From an optimization exercise on the open Yosys and OpenROAD flow, aimed at small area and a short achievable clock period; shortcuts taken in it are not production practice.
Where RTL was checked, it was by simulation tests only, not by an equivalence proof against the original.
Function not checked in runs 2 and 3: the RTL went through the layout flow alone.
No activity file was given, so power comes from the tool's default toggle rates.

## flow/design.v (module list and top-level ports; edited modules follow where they fit)
// module abs_difference: 8 lines
// module SAD_4x8: 1106 lines
// module sad_fa: 4 lines
// module sad_ha: 4 lines
// module control: 28 lines
// module top_level: 165 lines
module top_level
#(parameter WIDTH = 8)
(
	input clk, rst, init, finish, ack,
	input [WIDTH-1:0]
		ori_0,
		ori_1,
		ori_2,
		ori_3,
		ori_4,
		ori_5,
		ori_6,
		ori_7,
		ori_8,
		ori_9,
		ori_10,
		ori_11,
		ori_12,
		ori_13,
		ori_14,
		ori_15,
		ori_16,
		ori_17,
		ori_18,
		ori_19,
		ori_20,
		ori_21,
		ori_22,
		ori_23,
		ori_24,
		ori_25,
		ori_26,
		ori_27,
		ori_28,
		ori_29,
		ori_30,
		ori_31,
		can_0,
		can_1,
		can_2,
		can_3,
		can_4,
		can_5,
		can_6,
		can_7,
		can_8,
		can_9,
		can_10,
		can_11,
		can_12,
		can_13,
		can_14,
		can_15,
		can_16,
		can_17,
		can_18,
		can_19,
		can_20,
		can_21,
		can_22,
		can_23,
		can_24,
		can_25,
		can_26,
		can_27,
		can_28,
		can_29,
		can_30,
		can_31,
	output done,
	output [WIDTH+4:0] out_sad
	);
  // ...
==> flow/flow/run.sh <==
#!/bin/bash
# The standard layout with two changes:
#  - the port buffers are buf_1 cells (buffer_ports otherwise picks the slow,
#    large clkdlybuf4s50_1); repair_design and repair_timing still resize them.
#  - synthesis maps the logic with abc_speed.script from this folder: the
#    standard script's delay mapping without its final buffering and sizing
#    passes, so the netlist starts small and the layout's repair_timing sizes
#    up only the paths that need it. Registers, flattening and renaming are
#    exactly as in the standard flow's synthesis (synth_recipe.tcl is used unchanged).
set -euo pipefail
export BUFFER_PORTS_ARGS="-buffer_cell sky130_fd_sc_hd__buf_1"
rm -rf scripts_abc
cp -r "$FLOW_HOME/scripts" scripts_abc
cp flow/abc_speed.script scripts_abc/abc_speed.script
export SCRIPTS_DIR="$PWD/scripts_abc"
bash standard.sh finish > standard.log 2>&1
==> flow/flow/abc_speed.script <==
strash
&get -n
&st
&dch
&nf
&put
==> flow/standard.sh <==
#!/bin/bash
# synth_recipe.tcl (not shown) runs the flow's synth.tcl, then flattens the netlist and writes it again
# the make line also repeats each setting of config.mk as NAME=value (left out here)
make -C /OpenROAD-flow-scripts/flow DESIGN_CONFIG=/design/flow/config.mk WORK_HOME=/design/flow/orfs CLKGATE_MAP_FILE= SYNTH_SCRIPT=/design/flow/synth_recipe.tcl "${@:-finish}"
==> flow/config.mk <==
export PLATFORM = sky130hd
export DESIGN_NAME = top_level
export DESIGN_NICKNAME = top_level
export VERILOG_FILES = /design/flow/design.v
export SDC_FILE = /design/flow/constraint.sdc
export NUM_CORES = 4
export LEC_CHECK = 0
export CAP_MARGIN = 20
export CORE_MARGIN = 2
export CORE_UTILIZATION = 50
export PLACE_DENSITY = 0.8
export SETUP_SLACK_MARGIN = 2.6
export SLEW_MARGIN = 20
export SYNTH_HIERARCHICAL = 1
export SYNTH_MINIMUM_KEEP_SIZE = 0
==> flow/constraint.sdc <==
create_clock -name core_clock -period 5.8 [get_ports {clk}]
set_input_delay 1.1600 -clock core_clock [delete_from_list [all_inputs] [get_ports {clk}]]
set_output_delay 1.1600 -clock core_clock [all_outputs]
set_load 0.01 [all_outputs]
==> PnR_summary.wiki, run 1 <==
{| class="wikitable"
! Metric !! Value
|-
| Final estimated routing congestion in global placement || around 0.96
|-
| Kind of path behind the tightest hold check || reg2reg
|-
| Layout cells sized above 1 || roughly 4%
|-
| Maximum fanout along the worst path || 3
|-
| Comb pwr share || 70.4%
|-
| Placed insts || about 3.5k
|-
| Hold_ws || 0.430 ns
|-
| Actual transition at the worst max-transition pin || approximately 1.0 ns
|-
| Total length of routed met3 wires || a little under 3 mm
|-
| Arrival time at the worst endpoint || approximately 3.5 ns
|-
| Total of endpoints with negative setup slack in the final report || 0
|-
| Area fraction of the dominant cell type after synthesis || between 20% and 30%
|-
| Highest attainable clock frequency || 0.324 GHz
|-
| Endpoint of the worst hold path || en_1$_DFF_P_
|-
| Global-route track usage on met3 || under 10%
|-
| Finished Cell Area || about 28000 µm²
|-
| Total iterations of the first detailed-routing run || 16
|-
| Resized cells post-CTS || 2
|-
| Top cells by area, synth || fa_1 25%, dfxtp_1 22%, ha_1 15%
|-
| Setup WS post-layout || between 2 and 3 ns
|-
| Number of flip-flops in the largest register || 196
|-
| Required time of the critical path || 6.26 ns
|-
| Total area of multi-input combinational cells || about 18000 µm²
|-
| Vias/cell || just over 5
|-
| Clock tree root buffer cell || clkbuf_16
|-
| Number of library cell types mapped by synthesis || 29
|-
| Parity-gate share of the synthesized area counting xor and xnor cells || between 15 and 20%
|-
| Met1 demand-to-capacity share in global routing || 32.4%
|-
| Most numerous cell types in the synthesized netlist || 351 x clkinv_1, 313 x xnor2_1, 296 x fa_1
|-
| Most Frequent Cell on Critical Path || fa_1
|-
| Core box area || 46700 µm²
|-
| Iter 0 DRT Violations || 858
|-
| Largest registers || b_SAD_4x8.ra (196), b_SAD_4x8.rb (45), total (13)
|-
| Initial antenna violation count || 2
|-
| Synth Area in Adders || between 30% and 40%
|-
| Average cell area after synthesis || 9.97 µm²
|-
| Worst flop-to-flop path endpoint || total[12]$_SDFFE_PP0P_
|-
| Count of placed standard cells in the final layout, fillers left out || roughly 3.6k
|-
| Outcome || no timing/DRC/antenna violations
|-
| Number of signal-net inverters in the final layout || roughly 350
|}
==> module top_level, before the edit <==
module top_level
#(parameter WIDTH = 8)
(
	input clk, rst, init, finish, ack,
	input [WIDTH-1:0]
		ori_0,
		ori_1,
		ori_2,
		ori_3,
		ori_4,
		ori_5,
		ori_6,
		ori_7,
		ori_8,
		ori_9,
		ori_10,
		ori_11,
		ori_12,
		ori_13,
		ori_14,
		ori_15,
		ori_16,
		ori_17,
		ori_18,
		ori_19,
		ori_20,
		ori_21,
		ori_22,
		ori_23,
		ori_24,
		ori_25,
		ori_26,
		ori_27,
		ori_28,
		ori_29,
		ori_30,
		ori_31,
		can_0,
		can_1,
		can_2,
		can_3,
		can_4,
		can_5,
		can_6,
		can_7,
		can_8,
		can_9,
		can_10,
		can_11,
		can_12,
		can_13,
		can_14,
		can_15,
		can_16,
		can_17,
		can_18,
		can_19,
		can_20,
		can_21,
		can_22,
		can_23,
		can_24,
		can_25,
		can_26,
		can_27,
		can_28,
		can_29,
		can_30,
		can_31,
	output done,
	output [WIDTH+4:0] out_sad
	);
	wire idle, en;
	wire [12:0] sum;
	control b_control(
		.clk(clk),
		.rst(rst),
		.init(init),
		.finish(finish),
		.ack(ack),
		.done(done),
		.idle(idle),
		.en(en)
		);
	SAD_4x8 b_SAD_4x8(
		.clk(clk),
		.ori_0(ori_0),
		.ori_1(ori_1),
		.ori_2(ori_2),
		.ori_3(ori_3),
		.ori_4(ori_4),
		.ori_5(ori_5),
		.ori_6(ori_6),
		.ori_7(ori_7),
		.ori_8(ori_8),
		.ori_9(ori_9),
		.ori_10(ori_10),
		.ori_11(ori_11),
		.ori_12(ori_12),
		.ori_13(ori_13),
		.ori_14(ori_14),
		.ori_15(ori_15),
		.ori_16(ori_16),
		.ori_17(ori_17),
		.ori_18(ori_18),
		.ori_19(ori_19),
		.ori_20(ori_20),
		.ori_21(ori_21),
		.ori_22(ori_22),
		.ori_23(ori_23),
		.ori_24(ori_24),
		.ori_25(ori_25),
		.ori_26(ori_26),
		.ori_27(ori_27),
		.ori_28(ori_28),
		.ori_29(ori_29),
		.ori_30(ori_30),
		.ori_31(ori_31),
		.can_0(can_0),
		.can_1(can_1),
		.can_2(can_2),
		.can_3(can_3),
		.can_4(can_4),
		.can_5(can_5),
		.can_6(can_6),
		.can_7(can_7),
		.can_8(can_8),
		.can_9(can_9),
		.can_10(can_10),
		.can_11(can_11),
		.can_12(can_12),
		.can_13(can_13),
		.can_14(can_14),
		.can_15(can_15),
		.can_16(can_16),
		.can_17(can_17),
		.can_18(can_18),
		.can_19(can_19),
		.can_20(can_20),
		.can_21(can_21),
		.can_22(can_22),
		.can_23(can_23),
		.can_24(can_24),
		.can_25(can_25),
		.can_26(can_26),
		.can_27(can_27),
		.can_28(can_28),
		.can_29(can_29),
		.can_30(can_30),
		.can_31(can_31),
		.sum_out(sum)
		);
	reg en_1, en_2;
	reg [12:0] total;
	always @(posedge clk)
	begin
		en_1 <= en;
		en_2 <= en_1;
		if (idle)
			total <= 0;
		else if (en_1)
			total <= en_2 ? sum : 13'd0;
	end
	assign out_sad = total;
endmodule
==> run 2: changes to the inputs <==
--- a/flow/design.v
+++ b/flow/design.v
@@ -69,17 +69,20 @@
 		can_24,
 		can_25,
 		can_26,
 		can_27,
 		can_28,
 		can_29,
 		can_30,
 		can_31,
-	output [12:0] sum_out
+	input clr,    
+	input upd,    
+	input take,   
+	output [12:0] out_sad
 );
 	wire [8:0] t_0 = {1'b0, ori_0} + {1'b0, ~can_0};
 	wire c_0 = t_0[8];
 	wire [7:0] y_0 = t_0[7:0] ^ {8{~c_0}};
 	wire [8:0] t_1 = {1'b0, ori_1} + {1'b0, ~can_1};
 	wire c_1 = t_1[8];
 	wire [7:0] y_1 = t_1[7:0] ^ {8{~c_1}};
 	wire [8:0] t_2 = {1'b0, ori_2} + {1'b0, ~can_2};
@@ -264,17 +267,17 @@
 	wire [7:0] y_31 = t_31[7:0] ^ {8{~c_31}};
 	wire d0_31 = ori_31[0] ^ can_31[0];
 	wire p1_31 = c_31 & t_31[0];
 	wire d1_31 = y_31[1] ^ p1_31;
 	wire p2_31 = p1_31 & t_31[1];
 	wire d2_31 = y_31[2] ^ p2_31;
 	wire p3_31 = p2_31 & t_31[2];
 	reg [195:0] ra;
-	reg [44:0] rb;
+	reg [62:0] rb;
 	wire s1;
 	wire c2;
 	wire s3;
 	wire c4;
 	wire s5;
 	wire c6;
 	wire s7;
 	wire c8;
@@ -824,17 +827,17 @@
 	wire c552;
 	wire s553;
 	wire c554;
 	wire s555;
 	wire c556;
 	always @(posedge clk)
 		ra <= {c184, c182, c180, c178, c176, c174, c172, c170, c168, c166, s183, s181, s179, s177, s175, s173, s171, s169, s167, s165, c164, c162, c160, c158, c156, c154, c152, c150, c148, c146, y_31[7], y_30[7], s163, s161, s159, s157, s155, s153, s151, s149, s147, s145, c144, c142, c140, c138, c136, c134, c132, c130, c128, c126, y_31[6], y_30[6], s143, s141, s139, s137, s135, s133, s131, s129, s127, s125, c124, c122, c120, c118, c116, c114, c112, c110, c108, c106, y_31[5], y_30[5], s123, s121, s119, s117, s115, s113, s111, s109, s107, s105, c104, c102, c100, c98, c96, c94, c92, c90, c88, c86, c84, c82, c80, y_31[4], y_30[4], s103, s101, s99, s97, s95, s93, s91, s89, s87, s85, s83, s81, s79, c78, c76, c74, c72, c70, c68, c66, c64, c62, c60, c58, c56, c54, p3_31, s77, s75, s73, s71, s69, s67, s65, s63, s61, s59, s57, s55, s53, c52, c50, c48, c46, c44, c42, c40, c38, c36, c34, c32, c30, c28, d2_31, s51, s49, s47, s45, s43, s41, s39, s37, s35, s33, s31, s29, s27, c26, c24, c22, c20, c18, c16, c14, c12, c10, c8, c6, c4, c2, d1_31, s25, s23, s21, s19, s17, s15, s13, s11, s9, s7, s5, s3, s1, d0_31};
 	always @(posedge clk)
-		rb <= {c510, s509, c508, c506, c470, s507, s505, c504, c502, s503, s501, c500, c498, s499, s497, c496, c494, s495, s493, c492, c490, s491, s489, c488, c486, s487, s485, c484, c482, s483, s481, c480, c478, s479, s477, c476, c474, s475, s473, c472, s421, s471, s415, s413, s349};
+		rb <= {c470, c468, c466, s469, s467, s465, c464, c462, c460, s463, s461, s459, c458, c456, c454, s457, s455, s453, c452, c450, c448, s451, s449, s447, c446, c444, c442, s445, s443, s441, c440, c438, c436, s439, s437, s435, c434, c432, c430, s433, s431, s429, c428, c426, c424, s427, s425, s423, c422, c420, c418, s421, s419, s417, c416, c414, s355, s415, s413, s349, s347, s259, ra[13]};
 	sad_fa u_s1 (.a(y_0[0]), .b(c_0), .c(y_1[0]), .s(s1), .co(c2));
 	sad_fa u_s3 (.a(c_1), .b(y_2[0]), .c(c_2), .s(s3), .co(c4));
 	sad_fa u_s5 (.a(y_3[0]), .b(c_3), .c(y_4[0]), .s(s5), .co(c6));
 	sad_fa u_s7 (.a(c_4), .b(y_5[0]), .c(c_5), .s(s7), .co(c8));
 	sad_fa u_s9 (.a(y_6[0]), .b(c_6), .c(y_7[0]), .s(s9), .co(c10));
 	sad_fa u_s11 (.a(c_7), .b(d0_8), .c(d0_9), .s(s11), .co(c12));
 	sad_fa u_s13 (.a(d0_10), .b(d0_11), .c(d0_12), .s(s13), .co(c14));
 	sad_fa u_s15 (.a(d0_13), .b(d0_14), .c(d0_15), .s(s15), .co(c16));
@@ -1060,62 +1063,81 @@
 	sad_fa u_s455 (.a(c394), .b(c396), .c(s397), .s(s455), .co(c456));
 	sad_fa u_s457 (.a(s399), .b(s401), .c(s403), .s(s457), .co(c458));
 	sad_fa u_s459 (.a(s345), .b(c398), .c(c400), .s(s459), .co(c460));
 	sad_fa u_s461 (.a(c402), .b(c404), .c(s405), .s(s461), .co(c462));
 	sad_fa u_s463 (.a(s407), .b(s409), .c(s411), .s(s463), .co(c464));
 	sad_fa u_s465 (.a(c340), .b(c342), .c(c344), .s(s465), .co(c466));
 	sad_fa u_s467 (.a(c346), .b(c406), .c(c408), .s(s467), .co(c468));
 	sad_ha u_s469 (.a(c410), .b(c412), .s(s469), .co(c470));
-	sad_fa u_s471 (.a(ra[13]), .b(s259), .c(s347), .s(s471), .co(c472));
-	sad_fa u_s473 (.a(s355), .b(c414), .c(c416), .s(s473), .co(c474));
-	sad_ha u_s475 (.a(s417), .b(s419), .s(s475), .co(c476));
-	sad_fa u_s477 (.a(c418), .b(c420), .c(c422), .s(s477), .co(c478));
-	sad_fa u_s479 (.a(s423), .b(s425), .c(s427), .s(s479), .co(c480));
-	sad_fa u_s481 (.a(c424), .b(c426), .c(c428), .s(s481), .co(c482));
-	sad_fa u_s483 (.a(s429), .b(s431), .c(s433), .s(s483), .co(c484));
-	sad_fa u_s485 (.a(c430), .b(c432), .c(c434), .s(s485), .co(c486));
-	sad_fa u_s487 (.a(s435), .b(s437), .c(s439), .s(s487), .co(c488));
-	sad_fa u_s489 (.a(c436), .b(c438), .c(c440), .s(s489), .co(c490));
-	sad_fa u_s491 (.a(s441), .b(s443), .c(s445), .s(s491), .co(c492));
-	sad_fa u_s493 (.a(c442), .b(c444), .c(c446), .s(s493), .co(c494));
-	sad_fa u_s495 (.a(s447), .b(s449), .c(s451), .s(s495), .co(c496));
-	sad_fa u_s497 (.a(c448), .b(c450), .c(c452), .s(s497), .co(c498));
-	sad_fa u_s499 (.a(s453), .b(s455), .c(s457), .s(s499), .co(c500));
-	sad_fa u_s501 (.a(c454), .b(c456), .c(c458), .s(s501), .co(c502));
-	sad_fa u_s503 (.a(s459), .b(s461), .c(s463), .s(s503), .co(c504));
-	sad_fa u_s505 (.a(c460), .b(c462), .c(c464), .s(s505), .co(c506));
-	sad_fa u_s507 (.a(s465), .b(s467), .c(s469), .s(s507), .co(c508));
-	sad_ha u_s509 (.a(c466), .b(c468), .s(s509), .co(c510));
-	sad_ha u_s511 (.a(rb[0]), .b(rb[1]), .s(s511), .co(c512));
-	sad_fa u_s513 (.a(rb[4]), .b(rb[5]), .c(rb[6]), .s(s513), .co(c514));
-	sad_fa u_s515 (.a(rb[8]), .b(rb[9]), .c(rb[10]), .s(s515), .co(c516));
-	sad_fa u_s517 (.a(rb[12]), .b(rb[13]), .c(rb[14]), .s(s517), .co(c518));
-	sad_fa u_s519 (.a(rb[16]), .b(rb[17]), .c(rb[18]), .s(s519), .co(c520));
-	sad_fa u_s521 (.a(rb[20]), .b(rb[21]), .c(rb[22]), .s(s521), .co(c522));
-	sad_fa u_s523 (.a(rb[24]), .b(rb[25]), .c(rb[26]), .s(s523), .co(c524));
-	sad_fa u_s525 (.a(rb[28]), .b(rb[29]), .c(rb[30]), .s(s525), .co(c526));
-	sad_fa u_s527 (.a(rb[32]), .b(rb[33]), .c(rb[34]), .s(s527), .co(c528));
-	sad_fa u_s529 (.a(rb[36]), .b(rb[37]), .c(rb[38]), .s(s529), .co(c530));
-	sad_fa u_s531 (.a(rb[40]), .b(rb[41]), .c(rb[42]), .s(s531), .co(c532));
-	sad_ha u_s533 (.a(rb[2]), .b(rb[3]), .s(s533), .co(c534));
-	sad_fa u_s535 (.a(rb[7]), .b(c512), .c(s513), .s(s535), .co(c536));
-	sad_fa u_s537 (.a(rb[11]), .b(c514), .c(s515), .s(s537), .co(c538));
-	sad_fa u_s539 (.a(rb[15]), .b(c516), .c(s517), .s(s539), .co(c540));
-	sad_fa u_s541 (.a(rb[19]), .b(c518), .c(s519), .s(s541), .co(c542));
-	sad_fa u_s543 (.a(rb[23]), .b(c520), .c(s521), .s(s543), .co(c544));
-	sad_fa u_s545 (.a(rb[27]), .b(c522), .c(s523), .s(s545), .co(c546));
-	sad_fa u_s547 (.a(rb[31]), .b(c524), .c(s525), .s(s547), .co(c548));
-	sad_fa u_s549 (.a(rb[35]), .b(c526), .c(s527), .s(s549), .co(c550));
-	sad_fa u_s551 (.a(rb[39]), .b(c528), .c(s529), .s(s551), .co(c552));
-	sad_fa u_s553 (.a(rb[43]), .b(c530), .c(s531), .s(s553), .co(c554));
-	sad_ha u_s555 (.a(rb[44]), .b(c532), .s(s555), .co(c556));
+	sad_fa u_s471 (.a(rb[0]), .b(rb[1]), .c(rb[2]), .s(s471), .co(c472));
+	sad_fa u_s473 (.a(rb[6]), .b(rb[7]), .c(rb[8]), .s(s473), .co(c474));
+	sad_ha u_s475 (.a(rb[9]), .b(rb[10]), .s(s475), .co(c476));
+	sad_fa u_s477 (.a(rb[12]), .b(rb[13]), .c(rb[14]), .s(s477), .co(c478));
+	sad_fa u_s479 (.a(rb[15]), .b(rb[16]), .c(rb[17]), .s(s479), .co(c480));
+	sad_fa u_s481 (.a(rb[18]), .b(rb[19]), .c(rb[20]), .s(s481), .co(c482));
+	sad_fa u_s483 (.a(rb[21]), .b(rb[22]), .c(rb[23]), .s(s483), .co(c484));
+	sad_fa u_s485 (.a(rb[24]), .b(rb[25]), .c(rb[26]), .s(s485), .co(c486));
+	sad_fa u_s487 (.a(rb[27]), .b(rb[28]), .c(rb[29]), .s(s487), .co(c488));
+	sad_fa u_s489 (.a(rb[30]), .b(rb[31]), .c(rb[32]), .s(s489), .co(c490));
+	sad_fa u_s491 (.a(rb[33]), .b(rb[34]), .c(rb[35]), .s(s491), .co(c492));
+	sad_fa u_s493 (.a(rb[36]), .b(rb[37]), .c(rb[38]), .s(s493), .co(c494));
+	sad_fa u_s495 (.a(rb[39]), .b(rb[40]), .c(rb[41]), .s(s495), .co(c496));
+	sad_fa u_s497 (.a(rb[42]), .b(rb[43]), .c(rb[44]), .s(s497), .co(c498));
+	sad_fa u_s499 (.a(rb[45]), .b(rb[46]), .c(rb[47]), .s(s499), .co(c500));
+	sad_fa u_s501 (.a(rb[48]), .b(rb[49]), .c(rb[50]), .s(s501), .co(c502));
+	sad_fa u_s503 (.a(rb[51]), .b(rb[52]), .c(rb[53]), .s(s503), .co(c504));
+	sad_fa u_s505 (.a(rb[54]), .b(rb[55]), .c(rb[56]), .s(s505), .co(c506));
+	sad_fa u_s507 (.a(rb[57]), .b(rb[58]), .c(rb[59]), .s(s507), .co(c508));
+	sad_ha u_s509 (.a(rb[60]), .b(rb[61]), .s(s509), .co(c510));
+	sad_ha u_s511 (.a(rb[3]), .b(rb[4]), .s(s511), .co(c512));
+	sad_fa u_s513 (.a(rb[11]), .b(c472), .c(s473), .s(s513), .co(c514));
+	sad_fa u_s515 (.a(c474), .b(c476), .c(s477), .s(s515), .co(c516));
+	sad_fa u_s517 (.a(c478), .b(c480), .c(s481), .s(s517), .co(c518));
+	sad_fa u_s519 (.a(c482), .b(c484), .c(s485), .s(s519), .co(c520));
+	sad_fa u_s521 (.a(c486), .b(c488), .c(s489), .s(s521), .co(c522));
+	sad_fa u_s523 (.a(c490), .b(c492), .c(s493), .s(s523), .co(c524));
+	sad_fa u_s525 (.a(c494), .b(c496), .c(s497), .s(s525), .co(c526));
+	sad_fa u_s527 (.a(c498), .b(c500), .c(s501), .s(s527), .co(c528));
+	sad_fa u_s529 (.a(c502), .b(c504), .c(s505), .s(s529), .co(c530));
+	sad_fa u_s531 (.a(rb[62]), .b(c506), .c(c508), .s(s531), .co(c532));
+	sad_ha u_s533 (.a(rb[5]), .b(s471), .s(s533), .co(c534));
+	sad_fa u_s535 (.a(s475), .b(c512), .c(s513), .s(s535), .co(c536));
+	sad_fa u_s537 (.a(s479), .b(c514), .c(s515), .s(s537), .co(c538));
+	sad_fa u_s539 (.a(s483), .b(c516), .c(s517), .s(s539), .co(c540));
+	sad_fa u_s541 (.a(s487), .b(c518), .c(s519), .s(s541), .co(c542));
+	sad_fa u_s543 (.a(s491), .b(c520), .c(s521), .s(s543), .co(c544));
+	sad_fa u_s545 (.a(s495), .b(c522), .c(s523), .s(s545), .co(c546));
+	sad_fa u_s547 (.a(s499), .b(c524), .c(s525), .s(s547), .co(c548));
+	sad_fa u_s549 (.a(s503), .b(c526), .c(s527), .s(s549), .co(c550));
+	sad_fa u_s551 (.a(s507), .b(c528), .c(s529), .s(s551), .co(c552));
+	sad_fa u_s553 (.a(s509), .b(c530), .c(s531), .s(s553), .co(c554));
+	sad_ha u_s555 (.a(c510), .b(c532), .s(s555), .co(c556));
 	wire [12:0] op_a = {c556, c554, c552, c550, c548, c546, c544, c542, c540, c538, c536, c534, s511};
 	wire [12:0] op_b = {1'b0, s555, s553, s551, s549, s547, s545, s543, s541, s539, s537, s535, s533};
-	assign sum_out = op_a + op_b;
+	wire [6:0] lo = op_a[5:0] + op_b[5:0];
+	wire [6:0] nxt_a = op_a[12:6];
+	wire [5:0] nxt_b = {op_b[11], op_b[10], op_b[9], op_b[8], op_b[7], op_b[6]};
+	reg [5:0] t_lo;
+	reg t_c;
+	reg [6:0] t_a;
+	reg [5:0] t_b;
+	always @(posedge clk)
+	begin
+		if (clr | (upd & ~take))
+		begin
+			t_lo <= 0; t_c <= 0; t_a <= 0; t_b <= 0;
+		end
+		else if (upd)
+		begin
+			t_lo <= lo[5:0]; t_c <= lo[6]; t_a <= nxt_a; t_b <= nxt_b;
+		end
+	end
+	wire [6:0] hi_b = {1'b0, t_b[5], t_b[4], t_b[3], t_b[2], t_b[1], t_b[0]};
+	assign out_sad = {t_a + hi_b + t_c, t_lo};
 endmodule
 module sad_fa(input a, b, c, output s, co);
 	assign s = a ^ b ^ c;
 	assign co = (a & b) | (a & c) | (b & c);
 endmodule
 module sad_ha(input a, b, output s, co);
 	assign s = a ^ b;
 	assign co = a & b;
@@ -1216,27 +1238,32 @@
 		can_28,
 		can_29,
 		can_30,
 		can_31,
 	output done,
 	output [WIDTH+4:0] out_sad
 	);
 	wire idle, en;
-	wire [12:0] sum;
 	control b_control(
 		.clk(clk),
 		.rst(rst),
 		.init(init),
 		.finish(finish),
 		.ack(ack),
 		.done(done),
 		.idle(idle),
 		.en(en)
 		);
+	reg en_1, en_2;
+	always @(posedge clk)
+	begin
+		en_1 <= en;
+		en_2 <= en_1;
+	end
 	SAD_4x8 b_SAD_4x8(
 		.clk(clk),
 		.ori_0(ori_0),
 		.ori_1(ori_1),
 		.ori_2(ori_2),
 		.ori_3(ori_3),
 		.ori_4(ori_4),
 		.ori_5(ori_5),
@@ -1293,23 +1320,14 @@
 		.can_24(can_24),
 		.can_25(can_25),
 		.can_26(can_26),
 		.can_27(can_27),
 		.can_28(can_28),
 		.can_29(can_29),
 		.can_30(can_30),
 		.can_31(can_31),
-		.sum_out(sum)
+		.clr(idle),
+		.upd(en_1),
+		.take(en_2),
+		.out_sad(out_sad)
 		);
-	reg en_1, en_2;
-	reg [12:0] total;
-	always @(posedge clk)
-	begin
-		en_1 <= en;
-		en_2 <= en_1;
-		if (idle)
-			total <= 0;
-		else if (en_1)
-			total <= en_2 ? sum : 13'd0;
-	end
-	assign out_sad = total;
 endmodule
==> flow/flow/run.sh (replaced) <==
#!/bin/bash
# The standard layout, except that the port buffers are buf_1 cells
# (buffer_ports otherwise picks the slow, large clkdlybuf4s50_1). repair_design
# and repair_timing still resize them as they do any buffer.
set -euo pipefail
export BUFFER_PORTS_ARGS="-buffer_cell sky130_fd_sc_hd__buf_1"
bash standard.sh finish > standard.log 2>&1
==> flow/config.mk (replaced) <==
export PLATFORM = sky130hd
export DESIGN_NAME = top_level
export DESIGN_NICKNAME = top_level
export VERILOG_FILES = /design/flow/design.v
export SDC_FILE = /design/flow/constraint.sdc
export NUM_CORES = 4
export LEC_CHECK = 0
export ABC_AREA = 0
export CAP_MARGIN = 20
export CORE_MARGIN = 2
export CORE_UTILIZATION = 40
export SLEW_MARGIN = 20
export SYNTH_HIERARCHICAL = 1
export SYNTH_MINIMUM_KEEP_SIZE = 0
removed: flow/flow/abc_speed.script
==> PnR_summary.wiki, run 2 <==
{| class="wikitable"
! Metric !! Value
|-
| Area Overhead vs Synth || 15.0%
|-
| Actual transition at the worst max-transition pin || 0.560 ns (-0.437 ns)
|-
| Highest attainable clock frequency || 0.262 GHz (-19%)
|-
| Antenna-violating nets left || 0
|-
| Cells after synthesis || between 2k and 3k
|-
| Top reg by flops || b_SAD_4x8.ra
|-
| Share of the yosys chip area belonging to registers || roughly a fifth
|-
| Final hold viol count || 0
|-
| Clock power share || 12.7%
|-
| Max Cap Viol || 0
|-
| Relative slew margins || 62.5%
|-
| Worst setup skew after layout || 0.0161 ns
|-
| Overall via count from detail_route || ~21k
|-
| Total routed wirelength || 76.1 mm
|-
| Post-Syn Area || approximately 27000 µm²
|-
| Total cell area at the placement stage || between 30000 and 40000 µm²
|-
| Gate family responsible for the most delay along the worst path || compound AO/OA/AOI/OAI gates
|-
| Number of flip-flops in the largest register || 196 (unchanged)
|-
| CP Class || reg2out
|-
| Setup WS post-layout || 1.99 ns (-0.727 ns)
|-
| Vias/cell || 5.00 (-0.68%)
|-
| Setup crit start kind || register
|-
| Async set or reset register ratio after synthesis || 1.06%
|-
| Power density normalized to cell area || just over 500 nW/µm²
|-
| Maximum clock path buffer count || 3
|-
| Inserted Diodes || 0
|-
| TritonCTS Buffers || 34
|-
| Kind of capture point of the worst setup path || output port
|-
| Sink Count || 284
|-
| Fraction of power spent switching nets || between 40% and 50%
|-
| H-tree level count || 2
|-
| GRT Resource Usage Total || 21.6%
|-
| Final Power || 16.3 mW
|-
| Largest area contributor in the synthesized netlist || fa_1
|-
| Finished Core Util || 46.7%
|-
| Total of endpoints with negative setup slack in the final report || 0 (unchanged)
|-
| Area fraction of the dominant cell type after synthesis || 21.8% (-3.2 points)
|-
| Outcome || no timing/DRC/antenna violations
|-
| Horiz. Die Dim || between 200 and 300 µm
|-
| Finished Cell Area || 31500 µm² (+13%)
|-
| Post-detailed-route DRC marker count || 0
|-
| Longest individual stage delay on the worst path || ~0.40 ns
|-
| CTS tree || built
|-
| Worst reg2reg path depth || 9
|-
| Total iterations of the first detailed-routing run || 6 (-10)
|-
| Detail-routed net length per standard cell || about 18 µm
|-
| RSZ-0062 raised after global routing || no
|-
| Arrival time at the worst endpoint || 2.65 ns (-0.89 ns)
|-
| Largest registers || b_SAD_4x8.ra (196), b_SAD_4x8.rb (63), b_SAD_4x8.t_a (7)
|-
| Buffering stage count on the worst path with inverters included || 3
|-
| Worst vdd rail ir drop || 0.000501 V
|-
| Most frequent standard cell in the layout excluding fill and tap cells || buf_1
|-
| Post-place setup slack || ~2.0 ns
|-
| Total of hold buffers inserted after clock tree synthesis || 0
|-
| Wire length of the first global-routing pass || 118 mm
|-
| Clk pin slew, worst setup/hold paths || 0.06 ns
|-
| Comb pwr share || 64.2% (-6.2 points)
|-
| Iter 0 DRT Violations || 1019 (+19%)
|-
| Critical Path Stages || 10
|-
| Number of warnings printed during yosys synthesis || 9
|-
| Average cell area after synthesis || 9.86 µm² (-1.1%)
|-
| Port Buf Inserts || 530
|-
| Resized cells post-CTS || 0 (-2)
|-
| Num ports || around 530
|-
| Fin crit period || ~3.8 ns
|-
| Number of library cell types mapped by synthesis || 74 (+160%)
|-
| Number of synthesized register bits || 284
|-
| Required time of the critical path || 4.64 ns (-1.62 ns)
|-
| Net switching power of the design || slightly above 7 mW
|-
| Cell Int Power || between 9 and 10 mW
|-
| Die extent in y || ~270 µm
|-
| Layout cells sized above 1 || 3.56% (-0.33 points)
|-
| Number of synthesized flops with an enable pin || 0
|-
| Max Transition Viols Final || 0
|-
| Clock Latency Late Sink || about 0.53 ns
|-
| Setup_tns || 0 ns
|-
| Die Footprint || between 70000 and 80000 µm²
|-
| Initial antenna violation count || 1 (-1)
|-
| Maximum fanout along the worst path || 2 (-1)
|-
| Largest net degree at the start of global routing || 29
|-
| Sum of net half-perimeters after detailed placement || a little under 70 mm
|-
| Static Leak || 14.0 nW
|-
| Hold depth || 0
|-
| Core box area || 67400 µm² (+44%)
|-
| Most used cells in the layout excluding fill and tap cells || 530 x buf_1, 379 x inv_1, 298 x fa_1
|-
| Number of setup buffers added after CTS || 0
|-
| Most common flop cell mapped by yosys || dfxtp_1
|-
| Cell-by-cell trace of the critical path || inv_1 -> fa_1 -> inv_1 -> fa_1 -> a21o_1 -> a21oi_1 -> o21bai_1 -> a21oi_1 -> xnor2_1 -> buf_1
|-
| GRT overflow || 0
|-
| Clock tree root buffer cell || clkbuf_16
|-
| Via count of the first global-routing pass || about 22k
|-
| Nets in the synthesized netlist || between 3k and 4k
|-
| Most numerous cell types in the synthesized netlist || 379 x inv_1, 298 x fa_1, 282 x ha_1
|-
| Top cells by area, synth || fa_1 22%, dfxtp_1 21%, ha_1 13%
|-
| Initial standard-cell utilization of the core || roughly 41%
|-
| Critical-path top delay cell || fa_1
|-
| Fraction of the cycle the final worst path needs || roughly 66%
|-
| Site Rows || 95
|-
| Most common cell in the synthesized netlist || inv_1
|-
| Final estimated routing congestion in global placement || 0.907 (-5.1%)
|-
| Sequential fraction of design power || 23.1%
|-
| Final net count || between 4k and 5k
|-
| Kind of path behind the tightest hold check || reg2reg
|}
## run 2: power groups by stage
stage / clock (mW) / sequential [mW] / combinational (mW)
2_1_floorplan: 0 / 3.52 / 7.17
3_3_place_gp: 0 / 3.85 / 10.4
3_5_place_dp: 0 / 3.83 / 10.6
4_1_cts: 2.14 / 3.81 / 10.6
5_1_grt: 2.22 / 3.88 / 12.0
6_report: 2.08 / 3.77 / 10.5
## run 2: cell type report
cell class / instances / area [µm²]
clock inverters: 19 / 166
repair buffers: 532 / 2000
inverters: 379 / 1420
fillers: 6609 / 35900
well taps: 873 / 1090
flip-flops and latches: 284 / 5700
multi-input cells: 2090 / 20100
clock buffers: 43 / 935
## run 2: routing by layer
layer / track usage, % / vias to the layer above / share of wire (%)
li1: - / 10600 / -
met5: 0 / - / 0.018
met3: 2.83 / 66 / 4.3
met2: 38.3 / 494 / 49
met1: 28.4 / 9951 / 45
met4: 3.47 / 2 / 1.2
## run 2: metrics by stage
step / hold WS [ns] / std cells
floorplan: 0.310 / 2774
global placement: 0.319 / 4158
detailed placement: 0.319 / 4158
CTS: 0.334 / 4220
global route: 0.340 / 4220
finish: 0.331 / 4220
## run 2: per-module statistics from Yosys, one instance, submodules excluded
module,flops+latches,cells inside,copies in the design
top_level,2,2,1
control,3,13,1
sad_fa,0,1,263
SAD_4x8,279,2481,1
sad_ha,0,1,15
## run 2: cell families (layout without fill, tap and decap cells)
logic type               count (synthesis)  after routing  share of synthesized area, %
flip-flops                             284            284                          20.8
buffers and inverters                  400            973                          5.51
AO/OA/AOI/OAI                          596            596                          15.0
adder cells (fa/ha/maj)                580            580                          34.7
multiplexers                            50             50                          1.83
XOR/XNOR                               322            322                          11.4
AND/OR/NAND/NOR                        542            542                          10.8
## run 2: final timing paths
check	startpoint	end	slack, ns
worst min-delay path	b_SAD_4x8.ra[13]$_DFF_P_	b_SAD_4x8.rb[0]$_DFF_P_	0.33
min in group asynchronous	rst	b_control.busy$_DFF_PP0_	0.47
worst max register to register	b_SAD_4x8.rb[0]$_DFF_P_	b_SAD_4x8.t_c$_SDFFE_PP0P_	2.50
worst max-delay path	b_SAD_4x8.t_a[0]$_SDFFE_PP0P_	out_sad[12]	1.99
worst min register to register	b_SAD_4x8.ra[13]$_DFF_P_	b_SAD_4x8.rb[0]$_DFF_P_	0.33
max in group asynchronous	rst	b_control.wait_st$_DFF_PP0_	5.20
==> run 3: changes to the inputs <==
--- a/flow/config.mk
+++ b/flow/config.mk
@@ -5,7 +5,7 @@
 export SDC_FILE = /design/flow/constraint.sdc
 export NUM_CORES = 4
 export LEC_CHECK = 0
-export ABC_AREA = 0
+export ABC_AREA = 1
 export CAP_MARGIN = 20
 export CORE_MARGIN = 2
 export CORE_UTILIZATION = 40
==> PnR_summary.wiki, run 3 <==
{| class="wikitable"
! Metric !! Value
|-
| TritonCTS Buffers || 34 (unchanged)
|-
| Total routed wirelength || 78.2 mm (+2.7%)
|-
| Comb pwr share || 63.6% (-0.6 points)
|-
| Async set or reset register ratio after synthesis || 1.06% (unchanged)
|-
| Worst setup skew after layout || 0.0202 ns (+0.00410 ns)
|-
| Sum of net half-perimeters after detailed placement || 69.9 mm (+3.6%)
|-
| Via count of the first global-routing pass || 24.3k (+12%)
|-
| Core box area || 72600 µm² (+7.7%)
|-
| Maximum clock path buffer count || 3 (unchanged)
|-
| Clock tree root buffer cell || clkbuf_16
|-
| Net switching power of the design || 7.51 mW (+5.0%)
|-
| Most used cells in the layout excluding fill and tap cells || 1277 x nand2_1, 845 x inv_1, 530 x buf_1
|-
| H-tree level count || 2 (unchanged)
|-
| Max Cap Viol || 0 (unchanged)
|-
| Wire length of the first global-routing pass || 123 mm (+4.1%)
|-
| Number of library cell types mapped by synthesis || 28 (-62%)
|-
| Static Leak || 18.4 nW (+31%)
|-
| Finished Core Util || 46.2% (-0.53 points)
|-
| Critical-path top delay cell || fa_1
|-
| Maximum fanout along the worst path || 3 (+1)
|-
| Total cell area at the placement stage || 32400 µm² (+6.5%)
|-
| Clock Latency Late Sink || 0.54 ns (about the same)
|-
| Kind of path behind the tightest hold check || reg2reg
|-
| Largest registers || b_SAD_4x8.ra (196), b_SAD_4x8.rb (63), b_SAD_4x8.t_a (7)
|-
| Inserted Diodes || 0 (unchanged)
|-
| Number of flip-flops in the largest register || 196 (unchanged)
|-
| Finished Cell Area || 33500 µm² (+6.5%)
|-
| Arrival time at the worst endpoint || 2.28 ns (-0.37 ns)
|-
| Total of hold buffers inserted after clock tree synthesis || 0 (unchanged)
|-
| Fraction of power spent switching nets || 45.8% (+2.0 points)
|-
| Die extent in y || 274 µm (+3.3%)
|-
| Post-detailed-route DRC marker count || 0 (unchanged)
|-
| Cells after synthesis || 3940 (+42%)
|-
| Final hold viol count || 0 (unchanged)
|-
| Number of synthesized register bits || 284 (unchanged)
|-
| Initial standard-cell utilization of the core || 40.2% (-0.37 points)
|-
| RSZ-0062 raised after global routing || no
|-
| Setup_tns || 0 ns (unchanged)
|-
| Most common flop cell mapped by yosys || dfxtp_1
|-
| Most common cell in the synthesized netlist || nand2_1
|-
| Gate family responsible for the most delay along the worst path || adder cells
|-
| Power density normalized to cell area || 489 nW/µm² (-5.7%)
|-
| Port Buf Inserts || 530 (unchanged)
|-
| Nets in the synthesized netlist || 5037 (+30%)
|-
| Final net count || 5598 (+27%)
|-
| Horiz. Die Dim || 274 µm (+3.3%)
|-
| Setup crit start kind || register
|-
| CP Class || reg2out
|-
| Relative slew margins || 33.6% (-29 points)
|-
| Cell Int Power || 8.88 mW (-3.2%)
|-
| Total iterations of the first detailed-routing run || 7 (+1)
|-
| Max Transition Viols Final || 0 (unchanged)
|-
| Worst vdd rail ir drop || 0.000628 V (+25%)
|-
| Largest area contributor in the synthesized netlist || fa_1
|-
| Vias/cell || 4.51 (-9.9%)
|-
| Most frequent standard cell in the layout excluding fill and tap cells || nand2_1
|-
| GRT overflow || 0 (unchanged)
|-
| Fraction of the cycle the final worst path needs || 59.4% (-6.3 points)
|-
| Cell-by-cell trace of the critical path || inv_1 -> fa_1 -> inv_1 -> fa_1 -> nand4_1 -> nand3_1 -> xor2_1 -> buf_1
|-
| Fin crit period || 3.44 ns (-0.365 ns)
|-
| Clk pin slew, worst setup/hold paths || 0.06 ns (about the same)
|-
| Num ports || 531 (unchanged)
|-
| Share of the yosys chip area belonging to registers || 19.5% (-1.3 points)
|-
| Resized cells post-CTS || 0 (unchanged)
|-
| Top reg by flops || b_SAD_4x8.ra
|-
| Layout cells sized above 1 || 5.19% (+1.6 points)
|-
| Clock power share || 13.3% (+0.6 points)
|-
| Antenna-violating nets left || 0 (unchanged)
|-
| Outcome || no timing/DRC/antenna violations
|-
| Longest individual stage delay on the worst path || 0.41 ns (about the same)
|-
| Most numerous cell types in the synthesized netlist || 1277 x nand2_1, 845 x inv_1, 298 x fa_1
|-
| Highest attainable clock frequency || 0.290 GHz (+11%)
|-
| Actual transition at the worst max-transition pin || 0.995 ns (+0.434 ns)
|-
| Detail-routed net length per standard cell || 14.3 µm (-21%)
|-
| Number of setup buffers added after CTS || 0 (unchanged)
|-
| Die Footprint || 75200 µm² (+6.6%)
|-
| Required time of the critical path || 4.64 ns (about the same)
|-
| Largest net degree at the start of global routing || 29 (unchanged)
|-
| Sequential fraction of design power || 23.1% (about the same)
|-
| Initial antenna violation count || 0 (-1)
|-
| Number of synthesized flops with an enable pin || 0 (unchanged)
|-
| Overall via count from detail_route || 24.7k (+17%)
|-
| Number of warnings printed during yosys synthesis || 9 (unchanged)
|-
| Iter 0 DRT Violations || 968 (-5.0%)
|-
| Post-Syn Area || 29200 µm² (+6.7%)
|-
| Site Rows || 99 (+4.2%)
|-
| Buffering stage count on the worst path with inverters included || 3 (unchanged)
|-
| Final estimated routing congestion in global placement || 0.874 (-3.6%)
|-
| Kind of capture point of the worst setup path || output port
|-
| Sink Count || 284 (unchanged)
|-
| GRT Resource Usage Total || 20.9% (-0.64 points)
|-
| Area Overhead vs Synth || 14.8%
|-
| Total of endpoints with negative setup slack in the final report || 0 (unchanged)
|-
| CTS tree || built
|-
| Top cells by area, synth || fa_1 20%, dfxtp_1 19%, nand2_1 16%
|-
| Average cell area after synthesis || 7.41 µm² (-25%)
|-
| Area fraction of the dominant cell type after synthesis || 20.4% (-1.4 points)
|}
-- run 3: cell count changes in the layout (fill, tap and decap cells not counted), sizes merged, moves of 66 or more --
cell / before / now
nand2: 84 / 1331
xnor2: 214 / 43
o21ai: 88 / 4
inv: 383 / 874
nand3: 35 / 305
nand3b: 1 / 67
-- run 3: final cells by class --
type | instances | area [µm²]
clock buffers | 43 | 955
clock inverters | 16 | 199
fillers | 7404 | 39100
inverters | 871 | 3270
multi-input cells | 2780 | 20200
flip-flops and latches | 284 | 5700
well taps | 959 | 1200
repair buffers | 530 | 1990
-- run 3: cell families after synthesis --
logic type	synth area share (%)
buf+inv	11.3
fa+ha+maj	32.5
simple gates	28.0
flops	19.5
compound gates	3.21
xor+xnor	5.46
-- run 3: worst paths after layout --
kind,slack (ns),to,startpoint,depth (start not counted)
min in group asynchronous,0.45,b_control.done_st$_DFF_PP0_,rst,2
worst min-delay path,0.33,b_SAD_4x8.rb[0]$_DFF_P_,b_SAD_4x8.ra[13]$_DFF_P_,0
worst max register to register,2.76,b_SAD_4x8.t_lo[4]$_SDFFE_PP0P_,b_SAD_4x8.rb[0]$_DFF_P_,9
max in group asynchronous,5.22,b_control.busy$_DFF_PP0_,rst,2
worst max-delay path,2.36,out_sad[12],b_SAD_4x8.t_c$_SDFFE_PP0P_,8
worst min register to register,0.33,b_SAD_4x8.rb[0]$_DFF_P_,b_SAD_4x8.ra[13]$_DFF_P_,0
-- run 3: modules after synthesis, one instance, submodules excluded --
module	flip-flops and latches	cells
SAD_4x8	279	3644
control	3	16
sad_fa	0	1
sad_ha	0	1
top_level	2	2
-- run 3: metrics by stage --
step | power, mW | setup WS (ns) | std cells | hold WS, ns
2_1_floorplan | 10.8 | 2.79 | 3940 | 0.310
3_3_place_gp | 14.2 | 2.47 | 5424 | 0.314
3_5_place_dp | 14.4 | 2.44 | 5424 | 0.318
4_1_cts | 16.7 | 2.30 | 5483 | 0.331
5_1_grt | 18.2 | 2.17 | 5483 | 0.331
6_report | 16.4 | 2.36 | 5483 | 0.327
-- run 3: power groups by stage --
stage	Sequential (mW)	Clock [mW]	Combinational [mW]
global route	3.90	2.33	12.0
floorplan	3.49	0	7.28
finish	3.79	2.18	10.4
CTS	3.83	2.24	10.6
detailed placement	3.86	0	10.5
global placement	3.86	0	10.3
-- run 3: routing by layer --
| metal | up-vias | global-route usage (%) | routed length, µm |
|---|---|---|---|
| met3 | 69 | 2.63 | 3310 |
| met2 | 487 | 37.7 | 38600 |
| li1 | 13000 | - | - |
| met4 | 0 | 3.66 | 1330 |
| met1 | 11200 | 27.0 | 34900 |
| met5 | - | 0 | 0 |

[port drivers added, routing unchanged]
Ports are ideal in the flow. The routed layouts listed here were re-timed in OpenROAD. Step 1 (the two cells are an assumption about what drives the block):
set clk [get_ports {clk}]
set_driving_cell -lib_cell sky130_fd_sc_hd__clkbuf_16 $clk
set_driving_cell -lib_cell sky130_fd_sc_hd__buf_2 [delete_from_list [all_inputs] $clk]
Step 2 times the ports against the registers' clock, not the clock port: input delays grow and output delays shrink by t, the midpoint of the rising clock arrivals with the driver on. a / b / c = ideal / step 1 / step 2; a / b = the first two.
run | t (ns) | setup WS [ns] | worst data-port slew with drivers (ns)
run 1 | 0.583 | 2.716 / 2.716 / 2.197 | 0.09
run 2 | 0.577 | 1.990 / 1.929 / 2.034 | 0.08
run 3 | 0.591 | 2.355 / 2.297 / 2.461 | 0.05
After both steps every run listed still meets setup and hold. The setup slack of run 1, which loses most, moves by 0.000 ns with the drivers and by -0.519 ns with both steps.
